Background: an optimization exercise with open tools, aiming at small area. Do not read the settings as production practice. No functional check of the RTL was part of any run shown here.

===== design/flow/flow/run.sh =====
#!/bin/bash
# Standard layout (standard.sh) with these changes to how it is made:
#  - ABC's area script replaced by flow/abc_area.script (choice computation
#    and area-oriented mapping); synthesis is otherwise unchanged;
#  - no full/half-adder cell extraction before ABC (ADDER_MAP_FILE empty);
#  - port buffers made from the smallest buffer cell.
set -e
rm -rf scripts_mod
cp -r "$FLOW_HOME/scripts" scripts_mod
cp flow/abc_area.script scripts_mod/abc_area.script
export SCRIPTS_DIR="$PWD/scripts_mod"
export ADDER_MAP_FILE=
export BUFFER_PORTS_ARGS="-buffer_cell sky130_fd_sc_hd__buf_1"
bash standard.sh > standard.log 2>&1

===== design/flow/flow/abc_area.script =====
strash
&get -n
&dch -f
&nf -R 1000 -p
&st
&dch -f
&nf -R 1000 -p
&put
topo
stime -c

===== design/flow/standard.sh =====
#!/bin/bash
# synth_recipe.tcl (not shown) runs the flow's synth.tcl, then flattens the netlist and writes it again
# the make line also repeats each setting of config.mk as NAME=value (left out here)
make -C /OpenROAD-flow-scripts/flow DESIGN_CONFIG=/design/flow/config.mk WORK_HOME=/design/flow/orfs CLKGATE_MAP_FILE= SYNTH_SCRIPT=/design/flow/synth_recipe.tcl "${@:-finish}"

===== design/flow/config.mk =====
export PLATFORM = sky130hd
export DESIGN_NAME = MX_MAC_hybrid_BPE
export DESIGN_NICKNAME = MX_MAC_hybrid_BPE
export VERILOG_FILES = /design/flow/design.v
export SDC_FILE = /design/flow/constraint.sdc
export NUM_CORES = 4
export LEC_CHECK = 0
export ABC_AREA = 1
export CAP_MARGIN = 20
export CORE_MARGIN = 2
export CORE_UTILIZATION = 40
export SLEW_MARGIN = 20

===== design/flow/constraint.sdc =====
create_clock -name core_clock -period 30.0 [get_ports {clk_i}]
set_input_delay 6.0000 -clock core_clock [delete_from_list [all_inputs] [get_ports {clk_i}]]
set_output_delay 6.0000 -clock core_clock [all_outputs]
set_load 0.01 [all_outputs]

===== design/flow/design.v =====
module mul4x4 (
	input  logic [3:0] x,
	input  logic [3:0] y,
	output logic [7:0] p
);
logic [3:0] r0, r1, r2, r3;
assign r0 = x & {4{y[0]}};
assign r1 = x & {4{y[1]}};
assign r2 = x & {4{y[2]}};
assign r3 = x & {4{y[3]}};
logic [4:0] s1;
logic [3:0] c1;
assign s1[0] = r0[1] ^ r1[0];            assign c1[0] = r0[1] & r1[0];
assign s1[1] = r0[2] ^ r1[1] ^ c1[0];    assign c1[1] = (r0[2] & r1[1]) | (c1[0] & (r0[2] ^ r1[1]));
assign s1[2] = r0[3] ^ r1[2] ^ c1[1];    assign c1[2] = (r0[3] & r1[2]) | (c1[1] & (r0[3] ^ r1[2]));
assign s1[3] = r1[3] ^ c1[2];            assign c1[3] = r1[3] & c1[2];
assign s1[4] = c1[3];
logic [4:0] s2;
logic [3:0] c2;
assign s2[0] = s1[1] ^ r2[0];            assign c2[0] = s1[1] & r2[0];
assign s2[1] = s1[2] ^ r2[1] ^ c2[0];    assign c2[1] = (s1[2] & r2[1]) | (c2[0] & (s1[2] ^ r2[1]));
assign s2[2] = s1[3] ^ r2[2] ^ c2[1];    assign c2[2] = (s1[3] & r2[2]) | (c2[1] & (s1[3] ^ r2[2]));
assign s2[3] = s1[4] ^ r2[3] ^ c2[2];    assign c2[3] = (s1[4] & r2[3]) | (c2[2] & (s1[4] ^ r2[3]));
assign s2[4] = c2[3];
logic [4:0] s3;
logic [3:0] c3;
assign s3[0] = s2[1] ^ r3[0];            assign c3[0] = s2[1] & r3[0];
assign s3[1] = s2[2] ^ r3[1] ^ c3[0];    assign c3[1] = (s2[2] & r3[1]) | (c3[0] & (s2[2] ^ r3[1]));
assign s3[2] = s2[3] ^ r3[2] ^ c3[1];    assign c3[2] = (s2[3] & r3[2]) | (c3[1] & (s2[3] ^ r3[2]));
assign s3[3] = s2[4] ^ r3[3] ^ c3[2];    assign c3[3] = (s2[4] & r3[3]) | (c3[2] & (s2[4] ^ r3[3]));
assign s3[4] = c3[3];
assign p = {s3[4:0], s2[0], s1[0], r0[0]};
endmodule
module add_rc #(
	parameter W = 8
)
(
	input  logic [W-1:0] a,
	input  logic [W-1:0] b,
	input  logic         cin,
	output logic [W-1:0] s
);
logic [W:0] c;
assign c[0] = cin;
genvar i;
generate
	for (i = 0; i < W; i = i + 1) begin : g_bit
		assign s[i] = a[i] ^ b[i] ^ c[i];
		assign c[i+1] = (a[i] & b[i]) | (c[i] & (a[i] ^ b[i]));
	end
endgenerate
endmodule
module fp_lane (
	input  logic [3:0]  x,
	input  logic [3:0]  y,
	input  logic        s,
	input  logic [6:0]  d,
	output logic [18:0] term,
	output logic        cin
);
logic [7:0] p;
mul4x4 mul0 (.x(x), .y(y), .p(p));
logic signed [8:0] ps;
assign ps = ({1'b0, p} ^ {9{s}}) + {8'd0, s};
logic signed [20:0] v, sh;
assign v = {ps, 12'd0};
assign sh = v >>> d;
assign term = {~sh[18], sh[17:0]};
assign cin = 1'b0;
endmodule
module fp4_prod (
	input  logic       ma,
	input  logic [1:0] ea,
	input  logic       sa,
	input  logic       mb,
	input  logic [1:0] eb,
	input  logic       sb,
	output logic [7:0] mag,
	output logic       s
);
logic ha, hb;
assign ha = |ea;
assign hb = |eb;
logic [3:0] q;
assign q[0] = ma & mb;
assign q[1] = (ha & mb) ^ (ma & hb);
assign q[2] = (ha & hb) & ~(ma & mb);
assign q[3] = ha & hb & ma & mb;
logic [5:0] qa;
always_comb begin
	case (ea)
		2'd3: qa = {q, 2'b00};
		2'd2: qa = {1'b0, q, 1'b0};
		default: qa = {2'b00, q};
	endcase
	case (eb)
		2'd3: mag = {qa, 2'b00};
		2'd2: mag = {1'b0, qa, 1'b0};
		default: mag = {2'b00, qa};
	endcase
end
assign s = sa ^ sb;
endmodule
module add_bk #(
	parameter W = 8
)
(
	input  logic [W-1:0] a,
	input  logic [W-1:0] b,
	input  logic         cin,
	output logic [W-1:0] s
);
logic [W-1:0] g, p, G, P;
integer l, i;
always_comb begin
	g = a & b;
	p = a ^ b;
	G = g;
	P = p;
	G[0] = g[0] | (p[0] & cin);
	for (l = 0; (1 << l) < W; l = l + 1)
		for (i = (2 << l) - 1; i < W; i = i + (2 << l)) begin
			G[i] = G[i] | (P[i] & G[i - (1 << l)]);
			P[i] = P[i] & P[i - (1 << l)];
		end
	for (l = 5; l >= 0; l = l - 1)
		for (i = (3 << l) - 1; i < W; i = i + (2 << l)) begin
			G[i] = G[i] | (P[i] & G[i - (1 << l)]);
			P[i] = P[i] & P[i - (1 << l)];
		end
end
assign s = p ^ {G[W-2:0], cin};
endmodule
module prefix_or #(
	parameter W = 8
)
(
	input  logic [W-1:0] a,
	output logic [W-1:0] o
);
integer l, i;
always_comb begin
	o = a;
	for (l = 0; (1 << l) < W; l = l + 1)
		for (i = (2 << l) - 1; i < W; i = i + (2 << l))
			o[i] = o[i] | o[i - (1 << l)];
	for (l = 5; l >= 0; l = l - 1)
		for (i = (3 << l) - 1; i < W; i = i + (2 << l))
			o[i] = o[i] | o[i - (1 << l)];
end
endmodule
module front_end (
	input  logic [7:0]  a_mant0, a_mant1, a_mant2, a_mant3,
	input  logic [7:0]  b_mant0, b_mant1, b_mant2, b_mant3,
	input  logic [9:0]  a_exp_in0, a_exp_in1, a_exp_in2, a_exp_in3,
	input  logic [9:0]  b_exp_in0, b_exp_in1, b_exp_in2, b_exp_in3,
	input  logic [3:0]  a_sign_in0, a_sign_in1, a_sign_in2, a_sign_in3,
	input  logic [3:0]  b_sign_in0, b_sign_in1, b_sign_in2, b_sign_in3,
	input  logic [1:0]  prec_mode,
	input  logic [1:0]  FP_mode,
	input  logic [7:0]  shared_exp_added,
	output logic [20:0] x_sum,
	output logic        x_sign,
	output logic [7:0]  e_in
);
logic int8, fp8, fp4, m3, e5m2;
assign int8 = (prec_mode == 2'b00);
assign fp8  = (prec_mode == 2'b01);
assign fp4  = (prec_mode == 2'b11);
assign m3   = ~FP_mode[0];
assign e5m2 = (FP_mode == 2'b11);
logic [7:0] a_abs, b_abs;
logic s_int;
assign a_abs = a_mant0[7] ? (~a_mant0 + 8'd1) : a_mant0;
assign b_abs = b_mant0[7] ? (~b_mant0 + 8'd1) : b_mant0;
assign s_int = a_mant0[7] ^ b_mant0[7];
function automatic [3:0] f8m(input [2:0] bits, input [4:0] ef, input m3_);
	f8m = m3_ ? {|ef, bits} : {1'b0, |ef, bits[1:0]};
endfunction
function automatic [4:0] f8e(input [4:0] ef);
	f8e = {ef[4:1], ef[0] | ~(|ef[4:1])};
endfunction
function automatic [3:0] f4v(input m, input [1:0] ef);
	case (ef)
		2'd0: f4v = {3'b000, m};
		2'd1: f4v = {2'b00, 1'b1, m};
		2'd2: f4v = {1'b0, 1'b1, m, 1'b0};
		default: f4v = {1'b1, m, 2'b00};
	endcase
endfunction
logic [5:0] f0, f1, f2, f3, e0, e1, e2, e3;
assign f0 = f8e(a_exp_in0[4:0]) + f8e(b_exp_in0[4:0]);
assign f1 = f8e(a_exp_in0[9:5]) + f8e(b_exp_in1[4:0]);
assign f2 = f8e(a_exp_in1[4:0]) + f8e(b_exp_in0[9:5]);
assign f3 = f8e(a_exp_in1[9:5]) + f8e(b_exp_in1[9:5]);
assign e0 = fp8 ? f0 : 6'd0;
assign e1 = fp8 ? f1 : {3'd0, int8, 2'd0};
assign e2 = fp8 ? f2 : {3'd0, int8, 2'd0};
assign e3 = fp8 ? f3 : {2'd0, int8, 3'd0};
logic g01, g02, g03, g12, g13, g23;
assign g01 = (e0 >= e1);
assign g02 = (e0 >= e2);
assign g03 = (e0 >= e3);
assign g12 = (e1 >= e2);
assign g13 = (e1 >= e3);
assign g23 = (e2 >= e3);
logic w0, w1, w2, w3;
assign w0 = g01 & g02 & g03;
assign w1 = ~g01 & g12 & g13;
assign w2 = ~g02 & ~g12 & g23;
assign w3 = ~g03 & ~g13 & ~g23;
logic [5:0] big;
assign big = ({6{w0}} & e0) | ({6{w1 & ~w0}} & e1) | ({6{w2 & ~w0 & ~w1}} & e2) | ({6{w3 & ~w0 & ~w1 & ~w2}} & e3);
logic [3:0] x0, x1, x2, x3, y0, y1, y2, y3;
logic s0, s1, s2, s3;
logic [6:0] d0, d1, d2, d3, bigp;
assign bigp = {1'b0, big} + {4'd0, ~(fp8 & e5m2), 2'b00};
assign d0 = bigp - {1'b0, e0};
assign d1 = bigp - {1'b0, e1};
assign d2 = bigp - {1'b0, e2};
assign d3 = bigp - {1'b0, e3};
always_comb begin
	x0 = '0; x1 = '0; x2 = '0; x3 = '0; y0 = '0; y1 = '0; y2 = '0; y3 = '0;
	s0 = 1'b0; s1 = 1'b0; s2 = 1'b0; s3 = 1'b0;
	if (int8) begin
		x0 = a_abs[3:0]; y0 = b_abs[3:0];
		x1 = a_abs[7:4]; y1 = b_abs[3:0];
		x2 = a_abs[3:0]; y2 = b_abs[7:4];
		x3 = a_abs[7:4]; y3 = b_abs[7:4];
		s0 = s_int; s1 = s_int; s2 = s_int; s3 = s_int;
	end else if (fp8) begin
		x0 = f8m(a_mant0[2:0], a_exp_in0[4:0], m3); y0 = f8m(b_mant0[2:0], b_exp_in0[4:0], m3);
		x1 = f8m(a_mant0[6:4], a_exp_in0[9:5], m3); y1 = f8m(b_mant1[2:0], b_exp_in1[4:0], m3);
		x2 = f8m(a_mant1[2:0], a_exp_in1[4:0], m3); y2 = f8m(b_mant0[6:4], b_exp_in0[9:5], m3);
		x3 = f8m(a_mant1[6:4], a_exp_in1[9:5], m3); y3 = f8m(b_mant1[6:4], b_exp_in1[9:5], m3);
		s0 = a_sign_in0[0] ^ b_sign_in0[0];
		s1 = a_sign_in0[1] ^ b_sign_in1[0];
		s2 = a_sign_in1[0] ^ b_sign_in0[1];
		s3 = a_sign_in1[1] ^ b_sign_in1[1];
	end else if (fp4) begin
		x0 = f4v(a_mant0[0], a_exp_in0[1:0]); y0 = f4v(b_mant0[0], b_exp_in0[1:0]);
		x1 = f4v(a_mant1[0], a_exp_in1[1:0]); y1 = f4v(b_mant0[2], b_exp_in0[3:2]);
		x2 = f4v(a_mant0[2], a_exp_in0[3:2]); y2 = f4v(b_mant1[0], b_exp_in1[1:0]);
		x3 = f4v(a_mant1[2], a_exp_in1[3:2]); y3 = f4v(b_mant1[2], b_exp_in1[3:2]);
		s0 = a_sign_in0[0] ^ b_sign_in0[0];
		s1 = a_sign_in1[0] ^ b_sign_in0[1];
		s2 = a_sign_in0[1] ^ b_sign_in1[0];
		s3 = a_sign_in1[1] ^ b_sign_in1[1];
	end
end
logic [18:0] t0, t1, t2, t3;
logic c0, c1, c2, c3;
fp_lane ln0 (.x(x0), .y(y0), .s(s0), .d(d0), .term(t0), .cin(c0));
fp_lane ln1 (.x(x1), .y(y1), .s(s1), .d(d1), .term(t1), .cin(c1));
fp_lane ln2 (.x(x2), .y(y2), .s(s2), .d(d2), .term(t2), .cin(c2));
fp_lane ln3 (.x(x3), .y(y3), .s(s3), .d(d3), .term(t3), .cin(c3));
logic [7:0] u0, u1, u2, u3;
logic us0, us1, us2, us3;
fp4_prod fq0 (.ma(fp4 & a_mant2[4]), .ea(a_exp_in2[5:4] & {2{fp4}}), .sa(fp4 & a_sign_in2[2]), .mb(b_mant2[4]), .eb(b_exp_in2[5:4]), .sb(fp4 & b_sign_in2[2]), .mag(u0), .s(us0));
fp4_prod fq1 (.ma(fp4 & a_mant3[4]), .ea(a_exp_in3[5:4] & {2{fp4}}), .sa(fp4 & a_sign_in3[2]), .mb(b_mant2[6]), .eb(b_exp_in2[7:6]), .sb(fp4 & b_sign_in2[3]), .mag(u1), .s(us1));
fp4_prod fq2 (.ma(fp4 & a_mant2[6]), .ea(a_exp_in2[7:6] & {2{fp4}}), .sa(fp4 & a_sign_in2[3]), .mb(b_mant3[4]), .eb(b_exp_in3[5:4]), .sb(fp4 & b_sign_in3[2]), .mag(u2), .s(us2));
fp4_prod fq3 (.ma(fp4 & a_mant3[6]), .ea(a_exp_in3[7:6] & {2{fp4}}), .sa(fp4 & a_sign_in3[3]), .mb(b_mant3[6]), .eb(b_exp_in3[7:6]), .sb(fp4 & b_sign_in3[3]), .mag(u3), .s(us3));
logic [8:0] v0, v1, v2, v3;
assign v0 = {~us0, u0 ^ {8{us0}}};
assign v1 = {~us1, u1 ^ {8{us1}}};
assign v2 = {~us2, u2 ^ {8{us2}}};
assign v3 = {~us3, u3 ^ {8{us3}}};
xsum xs0 (.t0(t0), .t1(t1), .t2(t2), .t3(t3), .v0(v0), .v1(v1), .v2(v2), .v3(v3),
	.c0(c0), .c1(c1), .c2(c2), .c3(c3),
	.u0(us0), .u1(us1), .u2(us2), .u3(us3), .s(x_sum));
assign x_sign = int8 ? s_int : x_sum[20];
logic [7:0] ebias;
always_comb begin
	case (prec_mode)
		2'b00: ebias = 8'd255;    
		2'b11: ebias = 8'd9;
		2'b10: ebias = 8'd0;
		default: case (FP_mode)
			2'b11: ebias = 8'd229;
			2'b10: ebias = 8'd247;
			2'b01: ebias = 8'd1;
			default: ebias = 8'd255;
		endcase
	endcase
end
assign e_in = shared_exp_added + ebias + {2'b00, big};
endmodule
module xsum (
	input  logic [18:0] t0, t1, t2, t3,
	input  logic [8:0]  v0, v1, v2, v3,
	input  logic        c0, c1, c2, c3,
	input  logic        u0, u1, u2, u3,
	output logic [20:0] s
);
logic n1, n2, n3, n4, n5, n6, n7, n8, n9, n10, n11, n12, n13, n14, n15, n16, n17, n18, n19, n20, n21, n22, n23, n24, n25, n26, n27, n28, n29, n30, n31, n32, n33, n34, n35, n36, n37, n38, n39, n40, n41, n42, n43, n44, n45, n46, n47, n48, n49, n50, n51, n52, n53, n54, n55, n56, n57, n58, n59, n60, n61, n62, n63, n64, n65, n66, n67, n68, n69, n70, n71, n72, n73, n74, n75, n76, n77, n78, n79, n80, n81, n82, n83, n84, n85, n86, n87, n88, n89, n90, n91, n92, n93, n94, n95, n96, n97, n98, n99, n100, n101, n102, n103, n104, n105, n106, n107, n108, n109, n110, n111, n112, n113, n114, n115, n116, n117, n118, n119, n120, n121, n122, n123, n124, n125, n126, n127, n128, n129, n130, n131, n132, n133, n134, n135, n136, n137, n138, n139, n140, n141, n142, n143, n144, n145, n146, n147, n148, n149, n150, n151, n152, n153, n154, n155, n156, n157, n158, n159, n160, n161, n162, n163, n164, n165, n166, n167, n168, n169, n170, n171, n172, n173, n174, n175, n176, n177, n178, n179, n180, n181, n182, n183, n184, n185, n186, n187, n188, n189, n190, n191, n192, n193, n194, n195, n196, n197, n198, n199, n200, n201, n202;
assign n1 = t0[8] ^ v0[0] ^ u0;
assign n2 = (t0[8] & v0[0]) | (u0 & (t0[8] ^ v0[0]));
assign n3 = t1[8] ^ v1[0];
assign n4 = t1[8] & v1[0];
assign n5 = t0[9] ^ v0[1];
assign n6 = t0[9] & v0[1];
assign n7 = t0[0] ^ c0 ^ t1[0];
assign n8 = (t0[0] & c0) | (t1[0] & (t0[0] ^ c0));
assign n9 = u1 ^ t2[8] ^ v2[0];
assign n10 = (u1 & t2[8]) | (v2[0] & (u1 ^ t2[8]));
assign n11 = u2 ^ t3[8];
assign n12 = u2 & t3[8];
assign n13 = t1[9] ^ v1[1] ^ t2[9];
assign n14 = (t1[9] & v1[1]) | (t2[9] & (t1[9] ^ v1[1]));
assign n15 = v2[1] ^ t3[9] ^ v3[1];
assign n16 = (v2[1] & t3[9]) | (v3[1] & (v2[1] ^ t3[9]));
assign n17 = n5 ^ n2;
assign n18 = n5 & n2;
assign n19 = t0[10] ^ v0[2] ^ t1[10];
assign n20 = (t0[10] & v0[2]) | (t1[10] & (t0[10] ^ v0[2]));
assign n21 = v1[2] ^ t2[10] ^ v2[2];
assign n22 = (v1[2] & t2[10]) | (v2[2] & (v1[2] ^ t2[10]));
assign n23 = t3[10] ^ v3[2] ^ n6;
assign n24 = (t3[10] & v3[2]) | (n6 & (t3[10] ^ v3[2]));
assign n25 = t0[11] ^ v0[3] ^ t1[11];
assign n26 = (t0[11] & v0[3]) | (t1[11] & (t0[11] ^ v0[3]));
assign n27 = v1[3] ^ t2[11] ^ v2[3];
assign n28 = (v1[3] & t2[11]) | (v2[3] & (v1[3] ^ t2[11]));
assign n29 = t3[11] ^ v3[3];
assign n30 = t3[11] & v3[3];
assign n31 = t0[12] ^ v0[4] ^ t1[12];
assign n32 = (t0[12] & v0[4]) | (t1[12] & (t0[12] ^ v0[4]));
assign n33 = v1[4] ^ t2[12] ^ v2[4];
assign n34 = (v1[4] & t2[12]) | (v2[4] & (v1[4] ^ t2[12]));
assign n35 = t3[12] ^ v3[4];
assign n36 = t3[12] & v3[4];
assign n37 = t0[13] ^ v0[5] ^ t1[13];
assign n38 = (t0[13] & v0[5]) | (t1[13] & (t0[13] ^ v0[5]));
assign n39 = v1[5] ^ t2[13] ^ v2[5];
assign n40 = (v1[5] & t2[13]) | (v2[5] & (v1[5] ^ t2[13]));
assign n41 = t3[13] ^ v3[5];
assign n42 = t3[13] & v3[5];
assign n43 = t0[14] ^ v0[6] ^ t1[14];
assign n44 = (t0[14] & v0[6]) | (t1[14] & (t0[14] ^ v0[6]));
assign n45 = v1[6] ^ t2[14] ^ v2[6];
assign n46 = (v1[6] & t2[14]) | (v2[6] & (v1[6] ^ t2[14]));
assign n47 = t3[14] ^ v3[6];
assign n48 = t3[14] & v3[6];
assign n49 = t0[15] ^ v0[7] ^ t1[15];
assign n50 = (t0[15] & v0[7]) | (t1[15] & (t0[15] ^ v0[7]));
assign n51 = v1[7] ^ t2[15] ^ v2[7];
assign n52 = (v1[7] & t2[15]) | (v2[7] & (v1[7] ^ t2[15]));
assign n53 = t3[15] ^ v3[7];
assign n54 = t3[15] & v3[7];
assign n55 = t0[16] ^ v0[8] ^ t1[16];
assign n56 = (t0[16] & v0[8]) | (t1[16] & (t0[16] ^ v0[8]));
assign n57 = v1[8] ^ t2[16] ^ v2[8];
assign n58 = (v1[8] & t2[16]) | (v2[8] & (v1[8] ^ t2[16]));
assign n59 = t3[16] ^ v3[8];
assign n60 = t3[16] & v3[8];
assign n61 = t0[17] ^ t1[17];
assign n62 = t0[17] & t1[17];
assign n63 = c1 ^ t2[0] ^ c2;
assign n64 = (c1 & t2[0]) | (c2 & (c1 ^ t2[0]));
assign n65 = t0[1] ^ t1[1] ^ t2[1];
assign n66 = (t0[1] & t1[1]) | (t2[1] & (t0[1] ^ t1[1]));
assign n67 = t0[2] ^ t1[2];
assign n68 = t0[2] & t1[2];
assign n69 = t0[3] ^ t1[3];
assign n70 = t0[3] & t1[3];
assign n71 = t0[4] ^ t1[4];
assign n72 = t0[4] & t1[4];
assign n73 = t0[5] ^ t1[5];
assign n74 = t0[5] & t1[5];
assign n75 = t0[6] ^ t1[6];
assign n76 = t0[6] & t1[6];
assign n77 = t0[7] ^ t1[7];
assign n78 = t0[7] & t1[7];
assign n79 = v3[0] ^ u3 ^ n1;
assign n80 = (v3[0] & u3) | (n1 & (v3[0] ^ u3));
assign n81 = n3 ^ n9;
assign n82 = n3 & n9;
assign n83 = n4 ^ n13 ^ n15;
assign n84 = (n4 & n13) | (n15 & (n4 ^ n13));
assign n85 = n17 ^ n10 ^ n12;
assign n86 = (n17 & n10) | (n12 & (n17 ^ n10));
assign n87 = n19 ^ n21 ^ n23;
assign n88 = (n19 & n21) | (n23 & (n19 ^ n21));
assign n89 = n14 ^ n16 ^ n18;
assign n90 = (n14 & n16) | (n18 & (n14 ^ n16));
assign n91 = n25 ^ n27 ^ n29;
assign n92 = (n25 & n27) | (n29 & (n25 ^ n27));
assign n93 = n20 ^ n22 ^ n24;
assign n94 = (n20 & n22) | (n24 & (n20 ^ n22));
assign n95 = n31 ^ n33 ^ n35;
assign n96 = (n31 & n33) | (n35 & (n31 ^ n33));
assign n97 = n26 ^ n28 ^ n30;
assign n98 = (n26 & n28) | (n30 & (n26 ^ n28));
assign n99 = n37 ^ n39 ^ n41;
assign n100 = (n37 & n39) | (n41 & (n37 ^ n39));
assign n101 = n32 ^ n34 ^ n36;
assign n102 = (n32 & n34) | (n36 & (n32 ^ n34));
assign n103 = n43 ^ n45 ^ n47;
assign n104 = (n43 & n45) | (n47 & (n43 ^ n45));
assign n105 = n38 ^ n40 ^ n42;
assign n106 = (n38 & n40) | (n42 & (n38 ^ n40));
assign n107 = n49 ^ n51 ^ n53;
assign n108 = (n49 & n51) | (n53 & (n49 ^ n51));
assign n109 = n44 ^ n46 ^ n48;
assign n110 = (n44 & n46) | (n48 & (n44 ^ n46));
assign n111 = n55 ^ n57 ^ n59;
assign n112 = (n55 & n57) | (n59 & (n55 ^ n57));
assign n113 = n50 ^ n52 ^ n54;
assign n114 = (n50 & n52) | (n54 & (n50 ^ n52));
assign n115 = t2[17] ^ t3[17] ^ n61;
assign n116 = (t2[17] & t3[17]) | (n61 & (t2[17] ^ t3[17]));
assign n117 = n56 ^ n58 ^ n60;
assign n118 = (n56 & n58) | (n60 & (n56 ^ n58));
assign n119 = t0[18] ^ t1[18] ^ t2[18];
assign n120 = (t0[18] & t1[18]) | (t2[18] & (t0[18] ^ t1[18]));
assign n121 = t3[18] ^ 1'b1 ^ n62;
assign n122 = (t3[18] & 1'b1) | (n62 & (t3[18] ^ 1'b1));
assign n123 = t3[0] ^ c3;
assign n124 = t3[0] & c3;
assign n125 = t3[1] ^ n8 ^ n65;
assign n126 = (t3[1] & n8) | (n65 & (t3[1] ^ n8));
assign n127 = t2[2] ^ t3[2] ^ n67;
assign n128 = (t2[2] & t3[2]) | (n67 & (t2[2] ^ t3[2]));
assign n129 = t2[3] ^ t3[3] ^ n69;
assign n130 = (t2[3] & t3[3]) | (n69 & (t2[3] ^ t3[3]));
assign n131 = t2[4] ^ t3[4] ^ n71;
assign n132 = (t2[4] & t3[4]) | (n71 & (t2[4] ^ t3[4]));
assign n133 = t2[5] ^ t3[5] ^ n73;
assign n134 = (t2[5] & t3[5]) | (n73 & (t2[5] ^ t3[5]));
assign n135 = t2[6] ^ t3[6] ^ n75;
assign n136 = (t2[6] & t3[6]) | (n75 & (t2[6] ^ t3[6]));
assign n137 = t2[7] ^ t3[7] ^ n77;
assign n138 = (t2[7] & t3[7]) | (n77 & (t2[7] ^ t3[7]));
assign n139 = n11 ^ n79 ^ n81;
assign n140 = (n11 & n79) | (n81 & (n11 ^ n79));
assign n141 = n83 ^ n85 ^ n80;
assign n142 = (n83 & n85) | (n80 & (n83 ^ n85));
assign n143 = n87 ^ n89 ^ n84;
assign n144 = (n87 & n89) | (n84 & (n87 ^ n89));
assign n145 = n91 ^ n93 ^ n88;
assign n146 = (n91 & n93) | (n88 & (n91 ^ n93));
assign n147 = n95 ^ n97 ^ n92;
assign n148 = (n95 & n97) | (n92 & (n95 ^ n97));
assign n149 = n99 ^ n101 ^ n96;
assign n150 = (n99 & n101) | (n96 & (n99 ^ n101));
assign n151 = n103 ^ n105 ^ n100;
assign n152 = (n103 & n105) | (n100 & (n103 ^ n105));
assign n153 = n107 ^ n109 ^ n104;
assign n154 = (n107 & n109) | (n104 & (n107 ^ n109));
assign n155 = n111 ^ n113 ^ n108;
assign n156 = (n111 & n113) | (n108 & (n111 ^ n113));
assign n157 = n115 ^ n117 ^ n112;
assign n158 = (n115 & n117) | (n112 & (n115 ^ n117));
assign n159 = n119 ^ n121 ^ n116;
assign n160 = (n119 & n121) | (n116 & (n119 ^ n121));
assign n161 = 1'b1 ^ n120;
assign n162 = 1'b1 & n120;
assign n163 = n7 ^ n63;
assign n164 = n7 & n63;
assign n165 = n64 ^ n125 ^ n124;
assign n166 = (n64 & n125) | (n124 & (n64 ^ n125));
assign n167 = n66 ^ n127 ^ n126;
assign n168 = (n66 & n127) | (n126 & (n66 ^ n127));
assign n169 = n68 ^ n129 ^ n128;
assign n170 = (n68 & n129) | (n128 & (n68 ^ n129));
assign n171 = n70 ^ n131 ^ n130;
assign n172 = (n70 & n131) | (n130 & (n70 ^ n131));
assign n173 = n72 ^ n133 ^ n132;
assign n174 = (n72 & n133) | (n132 & (n72 ^ n133));
assign n175 = n74 ^ n135 ^ n134;
assign n176 = (n74 & n135) | (n134 & (n74 ^ n135));
assign n177 = n76 ^ n137 ^ n136;
assign n178 = (n76 & n137) | (n136 & (n76 ^ n137));
assign n179 = n78 ^ n139 ^ n138;
assign n180 = (n78 & n139) | (n138 & (n78 ^ n139));
assign n181 = n82 ^ n141 ^ n140;
assign n182 = (n82 & n141) | (n140 & (n82 ^ n141));
assign n183 = n86 ^ n143 ^ n142;
assign n184 = (n86 & n143) | (n142 & (n86 ^ n143));
assign n185 = n90 ^ n145 ^ n144;
assign n186 = (n90 & n145) | (n144 & (n90 ^ n145));
assign n187 = n94 ^ n147 ^ n146;
assign n188 = (n94 & n147) | (n146 & (n94 ^ n147));
assign n189 = n98 ^ n149 ^ n148;
assign n190 = (n98 & n149) | (n148 & (n98 ^ n149));
assign n191 = n102 ^ n151 ^ n150;
assign n192 = (n102 & n151) | (n150 & (n102 ^ n151));
assign n193 = n106 ^ n153 ^ n152;
assign n194 = (n106 & n153) | (n152 & (n106 ^ n153));
assign n195 = n110 ^ n155 ^ n154;
assign n196 = (n110 & n155) | (n154 & (n110 ^ n155));
assign n197 = n114 ^ n157 ^ n156;
assign n198 = (n114 & n157) | (n156 & (n114 ^ n157));
assign n199 = n118 ^ n159 ^ n158;
assign n200 = (n118 & n159) | (n158 & (n118 ^ n159));
assign n201 = n122 ^ n161 ^ n160;
assign n202 = (n122 & n161) | (n160 & (n122 ^ n161));
logic [20:0] ra, rb;
assign ra[0] = n123;
assign rb[0] = n163;
assign ra[1] = n165;
assign rb[1] = n164;
assign ra[2] = n167;
assign rb[2] = n166;
assign ra[3] = n169;
assign rb[3] = n168;
assign ra[4] = n171;
assign rb[4] = n170;
assign ra[5] = n173;
assign rb[5] = n172;
assign ra[6] = n175;
assign rb[6] = n174;
assign ra[7] = n177;
assign rb[7] = n176;
assign ra[8] = n179;
assign rb[8] = n178;
assign ra[9] = n181;
assign rb[9] = n180;
assign ra[10] = n183;
assign rb[10] = n182;
assign ra[11] = n185;
assign rb[11] = n184;
assign ra[12] = n187;
assign rb[12] = n186;
assign ra[13] = n189;
assign rb[13] = n188;
assign ra[14] = n191;
assign rb[14] = n190;
assign ra[15] = n193;
assign rb[15] = n192;
assign ra[16] = n195;
assign rb[16] = n194;
assign ra[17] = n197;
assign rb[17] = n196;
assign ra[18] = n199;
assign rb[18] = n198;
assign ra[19] = n201;
assign rb[19] = n200;
assign ra[20] = n162;
assign rb[20] = n202;
add_bk #(.W(21)) cpa (.a(ra), .b(rb), .cin(1'b0), .s(s));
endmodule
module accum_norm (
	input  logic [20:0] x_sum,
	input  logic        x_sign,
	input  logic [7:0]  e_in,
	input  logic [24:0] accum_FP32,
	output logic [15:0] out_mant,    
	output logic [7:0]  out_exp,
	output logic        out_sign,
	output logic        keep_mant    
);
logic [15:0] ma;
logic [7:0]  ea;
logic        sa;
assign ma = accum_FP32[15:0];
assign ea = accum_FP32[23:16];
assign sa = accum_FP32[24];
logic [8:0] d;           
assign d = {1'b0, ea} - {1'b0, e_in};
logic dneg, case1, case2, case4;
assign dneg  = d[8];
assign case1 = ~dneg & (d[7:0] < 8'd17);
assign case2 = ~dneg & ~case1;
assign case4 = dneg & (d[7:0] <= 8'd217);    
logic [5:0] r;
assign r = (dneg ? 6'd2 : 6'd20) - d[5:0];
logic [39:0] fw, qs, qmask;
assign fw = {|ea, ma, 23'd0};
assign qs = fw >> r;
assign qmask = ~({40{1'b1}} << r);
logic q_sticky;
assign q_sticky = |(fw & qmask);
logic [38:0] q;
logic qcin;
assign q = case4 ? 39'd0 : (qs[38:0] ^ {39{sa}});
assign qcin = ~case4 & sa & ~q_sticky;
logic [38:0] p;
assign p = case1 ? {{18{x_sign}}, x_sum} : {x_sum, 18'd0};
logic [38:0] y, m;
add_bk #(.W(39)) yadd (.a(p), .b(q), .cin(qcin), .s(y));
logic [38:0] ylow;    
prefix_or #(.W(39)) por (.a({y[37:0], 1'b0}), .o(ylow));
assign m = y ^ (ylow & {39{y[38]}});
logic [38:0] n1, n2, n3, n4, n5;
logic [5:0] lz;
always_comb begin
	lz = 6'd0;
	if (m[38:7]   == '0) begin n1 = m << 32;  lz[5] = 1'b1; end else n1 = m;
	if (n1[38:23] == '0) begin n2 = n1 << 16; lz[4] = 1'b1; end else n2 = n1;
	if (n2[38:31] == '0) begin n3 = n2 << 8;  lz[3] = 1'b1; end else n3 = n2;
	if (n3[38:35] == '0) begin n4 = n3 << 4;  lz[2] = 1'b1; end else n4 = n3;
	if (n4[38:37] == '0) begin n5 = n4 << 2;  lz[1] = 1'b1; end else n5 = n4;
	if (n5[38] == 1'b0)  begin lz[0] = 1'b1; end
end
logic [15:0] nm;
assign nm = lz[0] ? n5[36:21] : n5[37:22];
logic zero;
assign zero = ~(|m);
logic [7:0] en, en1, en_lz1;
assign en = case1 ? ea : e_in;
assign en1 = en + 8'd1;
assign en_lz1 = en1 - {2'b00, lz[5:1], 1'b0};
assign keep_mant = case2;
assign out_mant = nm;
always_comb begin
	if (case2) begin
		out_exp = 8'd1; out_sign = 1'b0;
	end else begin
		out_exp  = zero ? en1 : (lz[0] ? en_lz1 - 8'd1 : en_lz1);
		out_sign = case4 ? x_sign : y[38];
	end
end
endmodule
module mac_core (
	input  logic [7:0]  a_mant0, a_mant1, a_mant2, a_mant3,
	input  logic [7:0]  b_mant0, b_mant1, b_mant2, b_mant3,
	input  logic [9:0]  a_exp_in0, a_exp_in1, a_exp_in2, a_exp_in3,
	input  logic [9:0]  b_exp_in0, b_exp_in1, b_exp_in2, b_exp_in3,
	input  logic [3:0]  a_sign_in0, a_sign_in1, a_sign_in2, a_sign_in3,
	input  logic [3:0]  b_sign_in0, b_sign_in1, b_sign_in2, b_sign_in3,
	input  logic [1:0]  prec_mode,
	input  logic [1:0]  FP_mode,
	input  logic [7:0]  shared_exp_added,
	input  logic [24:0] accum_FP32,
	output logic [15:0] out_mant,
	output logic [7:0]  out_exp,
	output logic        out_sign,
	output logic        keep_mant
);
logic [20:0] x_sum;    
logic        x_sign;   
logic [7:0]  e_in;     
front_end fe0 (.a_mant0(a_mant0), .a_mant1(a_mant1), .a_mant2(a_mant2), .a_mant3(a_mant3),
	.b_mant0(b_mant0), .b_mant1(b_mant1), .b_mant2(b_mant2), .b_mant3(b_mant3),
	.a_exp_in0(a_exp_in0), .a_exp_in1(a_exp_in1), .a_exp_in2(a_exp_in2), .a_exp_in3(a_exp_in3),
	.b_exp_in0(b_exp_in0), .b_exp_in1(b_exp_in1), .b_exp_in2(b_exp_in2), .b_exp_in3(b_exp_in3),
	.a_sign_in0(a_sign_in0), .a_sign_in1(a_sign_in1), .a_sign_in2(a_sign_in2), .a_sign_in3(a_sign_in3),
	.b_sign_in0(b_sign_in0), .b_sign_in1(b_sign_in1), .b_sign_in2(b_sign_in2), .b_sign_in3(b_sign_in3),
	.prec_mode(prec_mode), .FP_mode(FP_mode), .shared_exp_added(shared_exp_added),
	.x_sum(x_sum), .x_sign(x_sign), .e_in(e_in));
accum_norm an0 (.x_sum(x_sum), .x_sign(x_sign), .e_in(e_in),
	.accum_FP32(accum_FP32), .out_mant(out_mant), .out_exp(out_exp), .out_sign(out_sign), .keep_mant(keep_mant));
endmodule
module MX_MAC_hybrid_BPE #(
	parameter M_out_width = 16
)
(
	input  logic        clk_i,
	input  logic        rstn,
	input  logic [7:0]  a_mant0,
	input  logic [7:0]  a_mant1,
	input  logic [7:0]  a_mant2,
	input  logic [7:0]  a_mant3,
	input  logic [7:0]  b_mant0,
	input  logic [7:0]  b_mant1,
	input  logic [7:0]  b_mant2,
	input  logic [7:0]  b_mant3,
	input  logic [9:0]  a_exp_in0,
	input  logic [9:0]  a_exp_in1,
	input  logic [9:0]  a_exp_in2,
	input  logic [9:0]  a_exp_in3,
	input  logic [9:0]  b_exp_in0,
	input  logic [9:0]  b_exp_in1,
	input  logic [9:0]  b_exp_in2,
	input  logic [9:0]  b_exp_in3,
	input  logic [3:0]  a_sign_in0,
	input  logic [3:0]  a_sign_in1,
	input  logic [3:0]  a_sign_in2,
	input  logic [3:0]  a_sign_in3,
	input  logic [3:0]  b_sign_in0,
	input  logic [3:0]  b_sign_in1,
	input  logic [3:0]  b_sign_in2,
	input  logic [3:0]  b_sign_in3,
	input  logic [1:0]  prec_mode,
	input  logic [1:0]  FP_mode,
	input  logic [7:0]  shared_exp_added,
	input  logic        A_valid,
	input  logic        B_valid,
	output logic [M_out_width-1:0] MAC_mant_out,
	output logic [7:0] MAC_exp_out,
	output logic MAC_sign_out
);
logic [15:0] accum_mant;
logic [7:0]  accum_exp;
logic        accum_sign;
logic [15:0] out_mant;
logic [7:0]  out_exp;
logic        out_sign;
logic        keep_mant;
mac_core core0 (.a_mant0(a_mant0), .a_mant1(a_mant1), .a_mant2(a_mant2), .a_mant3(a_mant3),
	.b_mant0(b_mant0), .b_mant1(b_mant1), .b_mant2(b_mant2), .b_mant3(b_mant3),
	.a_exp_in0(a_exp_in0), .a_exp_in1(a_exp_in1), .a_exp_in2(a_exp_in2), .a_exp_in3(a_exp_in3),
	.b_exp_in0(b_exp_in0), .b_exp_in1(b_exp_in1), .b_exp_in2(b_exp_in2), .b_exp_in3(b_exp_in3),
	.a_sign_in0(a_sign_in0), .a_sign_in1(a_sign_in1), .a_sign_in2(a_sign_in2), .a_sign_in3(a_sign_in3),
	.b_sign_in0(b_sign_in0), .b_sign_in1(b_sign_in1), .b_sign_in2(b_sign_in2), .b_sign_in3(b_sign_in3),
	.prec_mode(prec_mode), .FP_mode(FP_mode), .shared_exp_added(shared_exp_added),
	.accum_FP32({accum_sign, accum_exp, accum_mant}),
	.out_mant(out_mant), .out_exp(out_exp), .out_sign(out_sign), .keep_mant(keep_mant));
always @(posedge clk_i or negedge rstn) begin
	if (~rstn) begin
		accum_mant <= '0; accum_exp <= '0; accum_sign <= '0;
	end else if (A_valid & B_valid) begin
		if (~keep_mant) accum_mant <= out_mant;
		accum_exp <= out_exp; accum_sign <= out_sign;
	end
end
assign MAC_mant_out = accum_mant;
assign MAC_exp_out = accum_exp;
assign MAC_sign_out = accum_sign;
endmodule

==> results.json, run 1 <==
{
  "status": "complete, no violations",
  "clock.fmax_mhz": 34.7,
  "nets": 3500,
  "cts_hold_buffers": 0,
  "gp_congestion": 0.963,
  "maxSlewHeadroom_pct": 30.1,
  "fin_crit_sh_pct": 96.0,
  "synthSimpleGateAreaFrac_pct": 32.6,
  "most-common-layout-cells": "391 x nand2_1, 383 x nor2_1, 347 x xnor2_1",
  "core-area_um2": 47800,
  "netlist_instances": 3046,
  "final_max_slew_viol_count": 0,
  "end_kind": "flop",
  "cts_buffers": 3,
  "num_vias": 22200,
  "cap_violations": 0,
  "antenna_found_initial": 0,
  "synth_area_um2": 19400,
  "path_class": "in2reg",
  "synth-edff-count": 0,
  "max_stage_delay_ps": 610,
  "die_height_um": 224,
  "clk-insertion-delay-late_ps": 260,
  "worst-path-max-fanout": 31,
  "slowest_stage": "or4_1",
  "syn2layout_area_growth_pct": 13.3,
  "crit_top_cell": "maj3_1",
  "final_core_util_pct": 46.0,
  "min_period_ps": 28790,
  "cts.sinks": 25,
  "firstDrtPassIters": 6,
  "diodes": 0,
  "synth_top_family_by_area": "simple AND/OR/NAND/NOR gates",
  "first_iter_violations": 1378,
  "muxShareOfSynthArea_pct": 7.05,
  "cts_tree": "yes",
  "antenna_left": 0,
  "drc_errors": 0,
  "h-tree-depth": 1,
  "dp_cells": 3906,
  "synth-seq-area-share_pct": 3.22,
  "synthAdderAreaFrac_pct": 4.84,
  "worstPathArrival_ps": 28940,
  "start_kind": "primary input",
  "finalClockSkew_ps": 1.63,
  "synth_seq_cells": 25,
  "synth_compound_area_share_pct": 25.0,
  "overflow": 0,
  "start_util_pct": 40.6,
  "placement.io_buffers": 148,
  "synth_ff_type": "dfrtp_1",
  "grt_max_degree": 64,
  "synth-xor-area-share_pct": 25.6,
  "pin_count": 217,
  "track_usage_pct": 25.9,
  "worst_pin_slew_ps": 1040,
  "cp.required_ps": 30150,
  "cts_max_path_buffers": 2,
  "ys_async_sr_fraction_pct": 100,
  "fp-row-count": 80,
  "final_common_cell": "nand2_1",
  "instances_no_fill": 3922,
  "chipWidth_um": 224,
  "fp.dieArea_um2": 50400,
  "wirelength_um": 67900,
  "cts_root_buf": "clkbuf_16",
  "grt_first_pass_wirelength_um": 107000,
  "avgRoutedWirePerCell_um": 17.3,
  "vias_per_cell": 5.66,
  "synth_fp_nets": 3238,
  "setup_viol": 0,
  "clk_pin_slew_ps": 60,
  "grt_pass1_vias": 20100,
  "drive_above_1_share_pct": 4.99,
  "avgSynthCellArea_um2": 6.38,
  "dp_hpwl_um": 57100,
  "yosysWarnings": 7,
  "final_hold_viol_count": 0,
  "ys_types": 66,
  "hp-class": "reg2reg"
}
-- through the flow --
| stage | setup slack, ps | hold WS (ps) | instance area [µm²] | TNS (ps) |
|---|---|---|---|---|
| 6_report | 1210 | 606 | 22000 | 0 |
| 5_1_grt | -24.4 | 635 | 22000 | -48.4 |
| 4_1_cts | 59.5 | 609 | 21700 | 0 |
| 3_5_place_dp | -529 | 593 | 21600 | -1260 |
| 3_3_place_gp | -545 | 591 | 21600 | -1300 |
| 2_1_floorplan | 56.2 | 564 | 19500 | 0 |
-- cells in the mapped netlist (all sizes together), types with 21 or more instances --
cell	number	share of area, %
nand2	394	7.6
nor2	386	7.5
xnor2	355	16
o21ai	250	6.4
a21oi	246	6.3
xor2	203	9.1
nor2b	120	3.9
nand2b	107	3.4
mux2i	102	5.3
maj3	94	4.8
clkinv	86	1.7
nand3	84	2.2
nor3	48	1.2
a31oi	47	1.5
and2	46	1.5
o22ai	35	1.1
o211ai	34	1.3
mux2	31	1.8
and3	29	0.93
dfrtp	25	3.2
or2	25	0.80
o31ai	24	0.93
nor4	22	0.71
a21boi	21	0.81
-- worst max-delay path: cells and delay by family --
family	cells	cell delay, ps
muxes	2	450
xor gates and xnor gates	8	1670
and+or+nand+nor	34	7830
adders and majority gates	19	6450
AOI/OAI and AO/OA	24	4710
buffers and inverters	11	1810
-- worst paths after layout --
path,depth (start not counted),from,endpoint,slack (ps)
worst max-delay path,98,a_exp_in0[3],accum_exp[6],1210
worst max register to register,80,accum_exp[0],accum_exp[6],10400
worst min-delay path,2,accum_mant[4],accum_mant[4],610
max in group asynchronous,2,rstn,accum_sign,24010
worst min register to register,2,accum_mant[4],accum_mant[4],610
min in group asynchronous,2,rstn,accum_mant[14],5730
-- sequential cells by signal, indices dropped and copies added, names as in the netlist --
name / cells
accum_sign: 1
accum_exp: 8
accum_mant: 16
-- layer usage --
layer	vias to the layer above	global-route usage (%)	part of all wire [%]
li1	11400	-	-
met1	10200	34.3	45
met2	608	46.9	48
met3	77	0.980	4.5
met4	0	4.81	2.0
met5	-	0	0
-- cells by family after synthesis --
kind of cell,count (synthesis)
adders and majority gates,94
buffers and inverters,86
AOI/OAI and AO/OA,807
xor gates and xnor gates,562
muxes,133
and+or+nand+nor,1339
DFF,25
-- layout make-up --
cell class | count | area (µm²)
sequential | 25 | 627
timing repair buffer | 255 | 1380
inverter | 86 | 327
fill | 5220 | 25800
clock inverter | 1 | 7.51
multi-input combinational | 2937 | 18800
clock buffer | 3 | 75.1
tap | 615 | 769
-- repair_timing --
| action | in CTS | in global routing |
|---|---|---|
| resized for setup | 5 | 48 |
| cloned | 0 | 2 |
| setup endpoints to repair | 3 | 24 |
| pin swaps | 1 | 5 |
| buffers inserted | 0 | 10 |
==> run 2: changes to the inputs <==
==> design/flow/flow/abc_area.script (replaced) <==
strash
&get -n
&dch -f
&nf -R 1000 -p
&st
&dch -f
&nf -R 1000 -p
&put
topo
stime -c
buffer -c
upsize -c
dnsize -c
==> run 2 against run 1 <==
Still clean. Die area rose by 5.2%. Final area fell by 1.3%. Wire length fell by 1.4%. Worst setup slack improved by 330 ps. Critical path depth rose by 2. First-iteration DRC count rose by 29%. Synthesized area rose by 5.3%. Register-to-register slack improved by 560 ps. Sequential cell count did not move. Largest cell class unchanged.
==> results.json, run 2 <==
{
  "start_util_pct": 40.6,
  "synth-xor-area-share_pct": 24.4,
  "cts_root_buf": "clkbuf_16",
  "synthTopCellsByCount": "393 x nand2_1, 378 x nor2_1, 353 x xnor2_1",
  "cts_buffers": 3,
  "ys_async_sr_fraction_pct": 100,
  "track_usage_pct": 24.1,
  "drive_above_1_share_pct": 6.56,
  "synth_most_common_cell": "nand2_1",
  "crit_top_cell": "maj3_2",
  "start_kind": "primary input",
  "clk_pin_slew_ps": 70,
  "largest_reg_flops": 16,
  "layout_setup_ws_ps": 1540,
  "pin_count": 217,
  "path_buf_inv": 12,
  "r2r_start": "accum_exp[0]",
  "grt_pass1_vias": 19700,
  "pre_cts_slack_ps": 759,
  "drc_errors": 0,
  "tns_ps": 0,
  "fin_crit_sh_pct": 94.9,
  "crit_cells": 100,
  "final_common_cell": "nand2_1",
  "vias_per_cell": 5.63,
  "clock.fmax_mhz": 35.1,
  "rsz0062_at_grt": "false",
  "avgRoutedWirePerCell_um": 17.1,
  "synth_area_leaders": "xnor2_1 15%, xor2_1 8.7%, nand2_1 7.2%, nor2_1 6.9%, a21oi_1 6.0%",
  "setup_viol": 0,
  "yosysWarnings": 7,
  "clk-insertion-delay-late_ps": 260,
  "path_class": "in2reg",
  "first_iter_violations": 1777,
  "firstDrtPassIters": 9,
  "synth-edff-count": 0,
  "cts.sinks": 25,
  "hold_start": "accum_mant[10]",
  "synth_ff_type": "dfrtp_1",
  "synthSimpleGateAreaFrac_pct": 31.7,
  "synth_fp_nets": 3375,
  "worst_pin_slew_ps": 1020,
  "cap_violations": 0,
  "synth-seq-area-share_pct": 3.06,
  "yosys.area.top_type_share_pct": 15.1,
  "cts_tree": "yes",
  "most-common-layout-cells": "393 x nand2_1, 377 x nor2_1, 348 x xnor2_1",
  "wirelength_um": 67000,
  "h-tree-depth": 1,
  "grt_max_degree": 64,
  "end_kind": "flop",
  "dp_hpwl_um": 56300,
  "whs_path_depth": 2,
  "largest-register": "accum_mant",
  "netlist_instances": 3183,
  "final_max_slew_viol_count": 0,
  "worstPathArrival_ps": 28610,
  "placed_area_um2": 21600,
  "muxShareOfSynthArea_pct": 6.71,
  "synth_largest_area_cell": "xnor2_1",
  "synth_area_um2": 20500,
  "overflow": 0,
  "gp_congestion": 0.957,
  "critPathTopFamily": "simple AND/OR/NAND/NOR gates",
  "reg_top3": "accum_mant (16), accum_exp (8), accum_sign (1)",
  "maxSlewHeadroom_pct": 30.1,
  "fp.dieArea_um2": 53000,
  "nets": 3439,
  "cp.required_ps": 30150,
  "avgSynthCellArea_um2": 6.43,
  "cts_setup_buffers": 0,
  "regToRegSetupSlack_ps": 10960,
  "min_to": "accum_mant[10]",
  "syn2layout_area_growth_pct": 6.17,
  "core-area_um2": 50400,
  "worst-path-max-fanout": 33,
  "grt_first_pass_wirelength_um": 105000,
  "synth_top_family_by_area": "simple AND/OR/NAND/NOR gates",
  "slowest_stage": "or4_1",
  "placement.io_buffers": 148,
  "status": "complete, no violations",
  "finalClockSkew_ps": 2.85,
  "fp-row-count": 82,
  "rr_worst_depth": 81,
  "synth_seq_cells": 25,
  "synthAdderAreaFrac_pct": 4.76,
  "die_height_um": 230,
  "final_area_um2": 21700,
  "timing.rr.end": "accum_exp[7]",
  "final_hold_viol_count": 0,
  "antenna_left": 0,
  "num_vias": 22100,
  "hp-class": "reg2reg",
  "chipWidth_um": 230,
  "cts_max_path_buffers": 2,
  "min_period_ps": 28460,
  "antenna_found_initial": 0,
  "diodes": 0,
  "max_stage_delay_ps": 680,
  "synth_compound_area_share_pct": 24.4,
  "ys_types": 122
}
==> run 2: timing repair <==
item / CTS / global route
resized for setup: 0 / 10
hold buffers: 0 / 0
endpoints found under the setup margin: 0 / 6
==> run 2: final cells by class <==
type                       instances  area [µm²]
fill                            5409       28700
timing repair buffer             195         910
clock buffer                       3        75.1
inverter                          86         323
clock inverter                     1        7.51
sequential                        25         627
tap                              672         841
multi-input combinational       2936       18900
==> run 2: kinds of logic after synthesis <==
group / after synthesis
fa+ha+maj: 94
xor+xnor: 562
mux: 133
simple gates: 1339
buf+inv: 223
flops: 25
compound gates: 807
==> run 2: worst max path at each step <==
| stage | start | end | slack [ps] |
|---|---|---|---|
| 5_1_grt | b_exp_in1[3] | accum_exp[7] | 30 |
| 2_1_floorplan | a_exp_in0[1] | accum_exp[6] | 4490 |
| 4_1_cts | b_exp_in1[1] | accum_exp[7] | 1030 |
| 3_3_place_gp | b_exp_in1[1] | accum_exp[7] | 860 |
| 3_5_place_dp | b_exp_in1[1] | accum_exp[7] | 760 |
| 6_report | b_exp_in1[3] | accum_exp[7] | 1540 |
==> run 2: tightest hold or removal path, cell delays in order (launching register included) <==
cell,delay [ps]
dfrtp_1,420
nand2_1,70
o31ai_1,60
==> run 2: per-layer routing <==
| layer | vias to the layer above | GRT usage [%] | part of all wire [%] |
|---|---|---|---|
| li1 | 11300 | - | - |
| met1 | 10100 | 31.8 | 45 |
| met2 | 650 | 43.1 | 48 |
| met3 | 81 | 1.65 | 5.3 |
| met4 | 0 | 4.74 | 2.1 |
| met5 | - | 0 | 0 |
==> run 2: stage by stage <==
stage,util (%),std cells,hold WS [ps]
after floorplan,-,3183,564
after global placement,42.8,3913,565
after detailed placement,42.8,3913,564
after CTS,43.0,3917,580
after global routing,43.1,3918,598
final,43.1,3918,582
==> run 3: changes to the inputs <==
--- a/design/flow/design.v
+++ b/design/flow/design.v
@@ -61,11 +61,10 @@
 logic [7:0] p;
 mul4x4 mul0 (.x(x), .y(y), .p(p));
-logic signed [8:0] ps;
-assign ps = ({1'b0, p} ^ {9{s}}) + {8'd0, s};
-logic signed [20:0] v, sh;
-assign v = {ps, 12'd0};
-assign sh = v >>> d;
-assign term = {~sh[18], sh[17:0]};
-assign cin = 1'b0;
+logic [19:0] v, sh, mask;
+assign v = {p, 12'd0};
+assign sh = v >> d;
+assign mask = ~({20{1'b1}} << d);
+assign term = {~s, sh[17:0] ^ {18{s}}};
+assign cin = s & ~(|(v & mask));
 endmodule
 module fp4_prod (
==> run 3 against run 2 <==
Via count is 2.2% lower. Clock-buffer cell count stayed put. Highest routed layer unchanged. Clock skew is 1.7 ps higher.
==> results.json, run 3 <==
{
  "cts.sinks": 25,
  "ys_async_sr_fraction_pct": 100,
  "wirelength_um": 65000,
  "yosysWarnings": 7,
  "cts_max_path_buffers": 2,
  "rsz0062_at_grt": "false",
  "synth_ff_type": "dfrtp_1",
  "synth_area_um2": 20200,
  "overflow": 0,
  "h-tree-depth": 1,
  "syn2layout_area_growth_pct": 6.49,
  "clock.fmax_mhz": 36.1,
  "synth-edff-count": 0,
  "yosys.area.top_type_share_pct": 16.0,
  "crit_top_cell": "nand2_1",
  "multiInputGateArea_um2": 18700,
  "die_height_um": 229,
  "maxSlewHeadroom_pct": 26.0,
  "final_core_util_pct": 43.0,
  "cts-resized-gates": 0,
  "final_max_slew_viol_count": 0,
  "largest-register": "accum_mant",
  "start_kind": "primary input",
  "drive_above_1_share_pct": 5.62,
  "cap_violations": 0,
  "min_period_ps": 27690,
  "antenna_found_initial": 0,
  "setup_viol": 0,
  "ys_types": 108,
  "antenna_left": 0,
  "core-area_um2": 50000,
  "final_common_cell": "nor2_1",
  "slowest_stage": "nand2b_1",
  "pin_count": 217,
  "reg_top3": "accum_mant (16), accum_exp (8), accum_sign (1)",
  "grt_max_degree": 68,
  "path_buf_inv": 7,
  "finalClockSkew_ps": 4.53,
  "cts_root_buf": "clkbuf_16",
  "cts_buffers": 3,
  "worst_pin_slew_ps": 1110,
  "status": "complete, no violations",
  "fillers": 5450,
  "clk_pin_slew_ps": 70,
  "chipWidth_um": 229,
  "num_vias": 21600,
  "avgSynthCellArea_um2": 6.38,
  "track_usage_pct": 24.0,
  "end_kind": "flop",
  "synth_fp_nets": 3357,
  "tns_ps": 0,
  "dp_hpwl_um": 54100,
  "synth_largest_area_cell": "xnor2_1",
  "most-common-layout-cells": "405 x nor2_1, 390 x nand2_1, 368 x xnor2_1",
  "netlist_instances": 3165,
  "largest_reg_flops": 16,
  "vias_per_cell": 5.54,
  "synth_most_common_cell": "nor2_1",
  "cts_setup_buffers": 0,
  "worstPathArrival_ps": 27900,
  "synthTopCellsByCount": "406 x nor2_1, 390 x nand2_1, 368 x xnor2_1",
  "final_hold_viol_count": 0,
  "nets": 3416,
  "worst-path-max-fanout": 36,
  "firstDrtPassIters": 7,
  "start_util_pct": 40.4,
  "first_iter_violations": 1587,
  "fin_crit_sh_pct": 92.3,
  "hp-class": "reg2reg",
  "cts_tree": "yes",
  "critPathTopFamily": "simple AND/OR/NAND/NOR gates",
  "grt_first_pass_wirelength_um": 105000,
  "path_class": "in2reg",
  "hold_ws_ps": 600,
  "synth_area_leaders": "xnor2_1 16%, xor2_1 9.8%, nor2_1 7.5%, nand2_1 7.3%, a21oi_1 6.0%",
  "synth-seq-area-share_pct": 3.10,
  "diodes": 0,
  "cp.required_ps": 30210,
  "synth_seq_cells": 25,
  "max_stage_delay_ps": 620,
  "fp.dieArea_um2": 52300,
  "final-seq-area_um2": 627,
  "drc_errors": 0,
  "gp_congestion": 0.956,
  "placement.io_buffers": 148,
  "cts_hold_buffers": 0,
  "avgRoutedWirePerCell_um": 16.7,
  "grt_pass1_vias": 19700,
  "fp-row-count": 82,
  "clk-insertion-delay-late_ps": 270
}
## run 3: cell types whose count changed in the layout (fill, tap and decap cells not counted), sizes merged, moves of 14 or more
cell,previous run,this run
mux2,31,16
a31oi,47,32
nor2b,105,89
nor2,387,414
xor2,203,231
and2b,15,0
maj3,94,80
o211ai,34,20
xnor2,355,374
nand3,84,70
## run 3: tightest hold or removal path, stage by stage (launching register included)
cell	delay, ps
dfrtp_1	440
nand2_1	70
nand2_1	60
## run 3: layout make-up
type / count / share of cell area, %
clock buffer: 3 / 0.349
clock inverter: 1 / 0.0349
inverter: 92 / 1.61
multi-input combinational: 2914 / 87.2
sequential: 25 / 2.92
tap: 672 / 3.91
timing repair buffer: 188 / 4.02
## run 3: per-stage QoR
| step | cell area [µm²] | cells | worst slack [ps] |
|---|---|---|---|
| 6_report | 21500 | 3895 | 2310 |
| 5_1_grt | 21500 | 3895 | 462 |
| 4_1_cts | 21500 | 3893 | 2300 |
| 3_5_place_dp | 21400 | 3889 | 2080 |
| 3_3_place_gp | 21400 | 3889 | 2010 |
| 2_1_floorplan | 20200 | 3165 | 6740 |
## run 3: path summary, 6_finish.rpt
check	start	to	slack (ps)	cells past startpoint
max in group asynchronous	rstn	accum_sign	23990	2
min reg2reg	accum_mant[4]	accum_mant[4]	600	2
min in group asynchronous	rstn	accum_mant[13]	5730	2
min	accum_mant[4]	accum_mant[4]	600	2
max reg2reg	accum_exp[1]	accum_exp[7]	12430	77
max	a_exp_in0[1]	accum_exp[7]	2310	94
## run 3: routing by layer
layer / wire length [µm] / GRT usage [%] / vias up / share of wire, %
li1: - / - / 11100 / -
met4: 1490 / 5.66 / 0 / 2.3
met2: 30700 / 41.9 / 657 / 47
met3: 3070 / 1.06 / 99 / 4.7
met1: 29800 / 32.3 / 9751 / 46
met5: 0 / 0 / - / 0
## run 3: logic make-up after synthesis
logic type,Yosys count,synth area share (%)
simple gates,1310,30.9
compound gates,800,24.3
xor+xnor,612,27.6
buf+inv,226,4.44
mux,112,5.65
fa+ha+maj,80,4.06
flops,25,3.10

-- separate check: timing with driven ports --
In the flow no input, the clock included, has a driving cell. The finished layouts below were timed again as built, in two steps.
Step 1: set_driving_cell puts a clkbuf_16 on clk_i and a buf_2 on each other input, an assumption about the parent block.
Step 2 moves the port delays by t, midway between the first and last clock arrival at a register: inputs arrive t later, outputs are due t later. That takes back most of the time a late clock gives input paths.
a / b / c = no drivers / after step 1 / after step 2; a / b = the first two.
run	t, ns	setup slack, ns	hold slack, ns	latest minus earliest clock arrival (ns)
run 1	0.283	1.213 / 1.221 / 0.938	0.606 / 0.606 / 0.606	0.002 / 0.002
run 2	0.286	1.544 / 1.551 / 1.264	0.582 / 0.582 / 0.582	0.003 / 0.003
run 3	0.296	2.314 / 2.326 / 2.030	0.600 / 0.600 / 0.600	0.004 / 0.004
After both steps setup and hold are still met in every run listed. For run 3, which loses most, drivers alone change the setup slack by +0.012 ns; drivers and shift together by -0.284 ns.
